Background: an optimization exercise with open tools, aiming at small area, a short achievable clock period and few clock cycles per item. Do not read the settings as production practice.
In this exercise RTL edits were held to simulation tests only and were not proved equivalent to the original.

### flow/config.mk
export PLATFORM = sky130hd
export DESIGN_NAME = main
export DESIGN_NICKNAME = main
export VERILOG_FILES = /design/flow/design.v
export SDC_FILE = /design/flow/constraint.sdc
export NUM_CORES = 4
export LEC_CHECK = 0
export CAP_MARGIN = 20
export CORE_MARGIN = 2
export CORE_UTILIZATION = 40
export SLEW_MARGIN = 20
### flow/constraint.sdc
create_clock -name core_clock -period 13.0 [get_ports {clk}]
set_input_delay 2.6000 -clock core_clock [delete_from_list [all_inputs] [get_ports {clk}]]
set_output_delay 2.6000 -clock core_clock [all_outputs]
set_load 0.01 [all_outputs]
### flow/design.v
module main (
    input wire [15:0] v, x,
    input wire clk, reset, start,
    output wire done,
    output wire [15:0] final_result
);
    reg [2:0] ph;
    reg done_r;
    reg [14:0] X2;
    reg [13:0] T;
    reg [15:0] F;
    wire [13:0] m1 = X2[14:1] + X2[0];
    wire [20:0] p170 = {m1, 7'b0} + {m1, 5'b0} + {m1, 3'b0} + {m1, 1'b0};
    wire [19:0] p68  = {T, 6'b0} + {T, 2'b0} + 20'd2047;
    wire [18:0] p36  = {T, 5'b0} + {T, 2'b0};
    wire [18:0] p23  = {T, 4'b0} + {T, 3'b0} - T + 19'd2047;
    wire [13:0] accm = F[13:0] - T;
    reg signed [13:0] A;
    reg signed [15:0] B;
    reg rnd;
    always @(*) begin
        A = x[13:0]; B = {{2{x[13]}}, x[13:0]}; rnd = 1'b0;
        case (ph)
            3'd1: begin A = {3'b0, p170[20:11]}; B = {1'b0, X2}; end
            3'd2: begin A = {5'b0, p68[19:11]};  B = {1'b0, X2}; rnd = 1'b1; end
            3'd3: begin A = {6'b0, p36[18:11]};  B = {1'b0, X2}; end
            3'd4: begin A = {6'b0, p23[18:11]};  B = {1'b0, X2}; rnd = 1'b1; end
            3'd5: begin A = accm; B = v; end
            default: ;
        endcase
    end
    wire signed [11:0] R = {1'b0, {11{rnd}}};
    wire signed [29:0] P = A * B + R;
    wire add = (ph == 3'd2) || (ph == 3'd4);
    wire [13:0] acc_a = (ph == 3'd1) ? 14'd2048 : F[13:0];
    wire [13:0] acc_b = (ph == 3'd1) ? m1 : T;
    wire [13:0] acc_n = add ? acc_a + acc_b : acc_a - acc_b;
    always @(posedge clk) begin
        if (reset) begin
            ph <= 3'd0;
            done_r <= 1'b0;
        end else begin
            case (ph)
                3'd0: if (start) begin ph <= 3'd1; done_r <= 1'b0; end
                3'd5: begin ph <= 3'd0; done_r <= 1'b1; end
                default: ph <= ph + 3'd1;
            endcase
        end
    end
    always @(posedge clk) begin
        if (ph == 3'd0) X2 <= P[25:11];
        if (ph != 3'd0 && ph != 3'd5) T <= P[24:11];
        if (ph == 3'd5) F <= P[26:11];
        else if (ph != 3'd0) F <= {{2{acc_n[13]}}, acc_n};
    end
    assign done = done_r;
    assign final_result = F;
endmodule
### flow/run.sh
#!/bin/bash
# synth_recipe.tcl (not shown) runs the flow's synth.tcl, then flattens the netlist and writes it again
# the make line also repeats each setting of config.mk as NAME=value (left out here)
make -C /OpenROAD-flow-scripts/flow DESIGN_CONFIG=/design/flow/config.mk WORK_HOME=/design/flow/orfs CLKGATE_MAP_FILE= SYNTH_SCRIPT=/design/flow/synth_recipe.tcl finish
==> flow_metrics.py <==
metrics = {
    "logic_synthesis": {
        "syn_inst": 1755,
        "netlist_top_cells_area": "fa_1, ha_1, edfxtp_1",
        "avgSynthCellArea_sq_um": 8.63,
        "synthesis.area_sq_um": 15100,
        "synth_edf_count": 45,
        "async_reset_ff_share_pct": 0,
        "yosysWarnings": 1,
        "ys_types": 75,
        "netlist.area_leader.share_pct": 30.5,
        "synth-seq-cells": 49,
        "synth_nets": 2209,
        "yosysSeqAreaShare_pct": 9.46,
        "synth_top_area_cell": "fa_1",
        "synth_ff_type": "edfxtp_1",
    },
    "timing": {
        "fmax_mhz": 82.7,
        "relSlewSlack_pct": 29.6,
        "finalSetupViolations": 0,
        "tightest_slew_ns": 1.05,
        "finalHoldViolations": 0,
        "fin_skew_ns": 0.00936,
        "setup_ws_ns": 0.912,
        "rsz0062_at_grt": "no",
        "hold_ws_ns": 0.504,
        "finalCriticalPeriod_ns": 12.09,
        "period_share_pct": 93.0,
        "drv_slew": 0,
        "fin_tns_setup_ns": 0,
    },
    "clock_network": {
        "hold_buffers": 0,
        "htree_num_levels": 2,
        "cts_tree": "built",
        "cts_buffer_depth": 2,
        "numCtsBuffers": 5,
        "worstSkewPairLatency_ns": 0.31,
        "root_buffer": "clkbuf_16",
        "post-cts-setup-buffer-count": 0,
        "post_cts_resized": 0,
        "cts.sinks": 49,
        "path_clk_slew_ns": 0.08,
    },
    "job": {
        "maxCapViolCount": 0,
    },
    "setup_path": {
        "end_kind": "flop",
        "cp_data_required_time_ns": 13.07,
        "critical_path_class": "flop to flop",
        "crit_slowest_cell": "nor3b_1",
        "worstPathArrival_ns": 12.16,
        "critPathLaunchType": "flop",
        "path_common_cell": "fa_1",
        "cp_max_fo": 15,
        "cpPeakStageDelay_ns": 0.64,
        "crit_buf_inv": 5,
        "path_delay_family": "adder cells",
    },
    "floorplanning": {
        "dieArea_sq_um": 39400,
        "core_sq_um": 37500,
        "initial_utilization_pct": 40.4,
        "rows": 71,
        "die_h_um": 199,
        "die_w_um": 199,
        "pin_count": 52,
    },
    "grt": {
        "grt_pass1_wl_mm": 70.1,
        "overflow": 0,
        "grt_pass1_vias": 12500,
        "grt_max_degree": 36,
        "antenna_found_initial": 0,
        "grt_usage_pct": 23.4,
    },
    "placement": {
        "port_buffers": 49,
        "globalplace.congestion": 0.912,
        "post-place-ws_ns": 0.967,
        "dp.final_hpwl_mm": 36.2,
        "placed_cell_area_sq_um": 16300,
        "dp_cells": 2287,
    },
    "drt": {
        "drc": 0,
        "drtIter0Drc": 859,
        "vias": 12200,
        "viasPerCell": 5.30,
        "wl_per_cell_um": 19.2,
        "antenna_left": 0,
        "totalWireLength_mm": 44.0,
        "firstDrtPassIters": 5,
    },
    "layout": {
        "finalInstanceArea_sq_um": 16400,
        "nets": 2237,
        "syn2layout_area_growth_pct": 8.50,
        "antenna_cells": 0,
        "final_layout_size_suffix_gt1_share_pct": 3.36,
        "fin_util_pct": 43.8,
        "fin_cells": 2295,
    },
    "outcome": {
        "status": "timing/DRC/antenna clean",
    },
    "hold_path": {
        "min_path_type": "flop to flop",
    },
}
[cells in the final DEF (no fill, tap or decap), types with 7 or more instances in the layout]
cell / netlist / routed
a211oi_1: 12 / 12
a21o_1: 27 / 27
a21oi_1: 60 / 60
a22oi_1: 10 / 10
a31oi_1: 8 / 8
and2_1: 38 / 38
and3_1: 8 / 8
buf_4: 1 / 25
clkdlybuf4s50_1: 0 / 49
edfxtp_1: 45 / 45
fa_1: 231 / 231
ha_1: 188 / 188
inv_1: 356 / 356
nand2_1: 137 / 137
nand2b_1: 43 / 43
nand3_1: 18 / 18
nand4_1: 8 / 8
nor2_1: 170 / 169
nor2b_1: 16 / 14
nor3_1: 33 / 33
o21a_1: 21 / 21
o21ai_0: 39 / 39
o21bai_1: 12 / 11
o31ai_1: 7 / 7
or2_2: 7 / 7
or3_1: 8 / 8
xnor2_1: 62 / 62
xor2_1: 40 / 40
[area by class of cell]
type,count,area [sq um]
fillers,3765,21100
multi-input cells,1296,12200
flip-flops and latches,49,1430
inverters,357,1340
repair buffers,74,678
well taps,511,639
clock buffers,5,125
clock inverters,3,41.3
[worst min-delay path: stages, from the launching register on]
cell and delay, ns:
dfxtp_1 0.31, nor2_1 0.09, a211oi_1 0.05
[cell usage after synthesis, drive strengths merged, types with 12 or more instances]
cell / number
and2: 38
edfxtp: 45
nand3: 18
ha: 188
nor2b: 16
fa: 231
clkbuf: 43
a21o: 27
o21a: 21
a211oi: 14
xor2: 40
nor3: 34
a21oi: 60
o21ai: 43
nand2: 137
nor2: 171
nand2b: 43
o21bai: 12
xnor2: 62
inv: 357
[per-layer routing]
metal / up-vias / track usage [%] / wire length, um
li1: 5669 / - / -
met1: 6056 / 31.2 / 19300
met2: 353 / 38.8 / 20600
met3: 95 / 2.20 / 2110
met4: 0 / 10.1 / 2020
met5: - / 0 / 0
[path summary, 6_finish.rpt]
check             cells after the start  slack, ns           startpoint                  end
setup / recovery                     40       0.91      X2[0]$_DFFE_PP_       F[9]$_DFFE_PP_
hold / removal                        2       0.50  done_r$_SDFFE_PP0P_  done_r$_SDFFE_PP0P_
setup reg to reg                     40       0.91      X2[0]$_DFFE_PP_       F[9]$_DFFE_PP_
hold reg to reg                       2       0.50  done_r$_SDFFE_PP0P_  done_r$_SDFFE_PP0P_
[registers in the layout (all words and copies together), names as in the netlist]
signal / count
X2: 15
ph: 3
T: 14
F: 16
done_r: 1
[cell families (layout without fill, tap and decap cells)]
family	Yosys count	count (layout)	synth area share, %
simple gates	510	510	16.0
flops	49	49	9.46
compound gates	253	253	11.4
xor+xnor	103	103	6.06
mux	9	9	0.636
fa+ha+maj	421	421	46.2
buf+inv	410	439	10.2
Testbench counts, summed over its fixed seeds: cycles 14,400, items 2,400.

## afterwards: timing with drivers on the ports
The flow's constraints put no driver on any port. The routed layout listed below was extracted and timed again, unchanged, in two steps.
Step 1: set_driving_cell puts a clkbuf_16 on clk and a buf_2 on each other input, an assumption about the parent block.
Step 2, shift: input delay + t, output delay - t, t = (earliest + latest rising clock arrival at the registers) / 2. This alone moves slack from input paths to output paths.
Three values: no drivers, after step 1, after step 2; two values: the first two.
shift t [ns]: 0.349
slack for setup (ns): 0.912 / 0.912 / 0.912
worst hold slack (ns): 0.504 / 0.504 / 0.504
slew at the worst register clock pin (ns): 0.08 / 0.08
pins driven straight from the clock port: 1
After both steps setup and hold are still met in this run. The setup slack of this run moves by 0.000 ns with the drivers and by 0.000 ns with both steps.
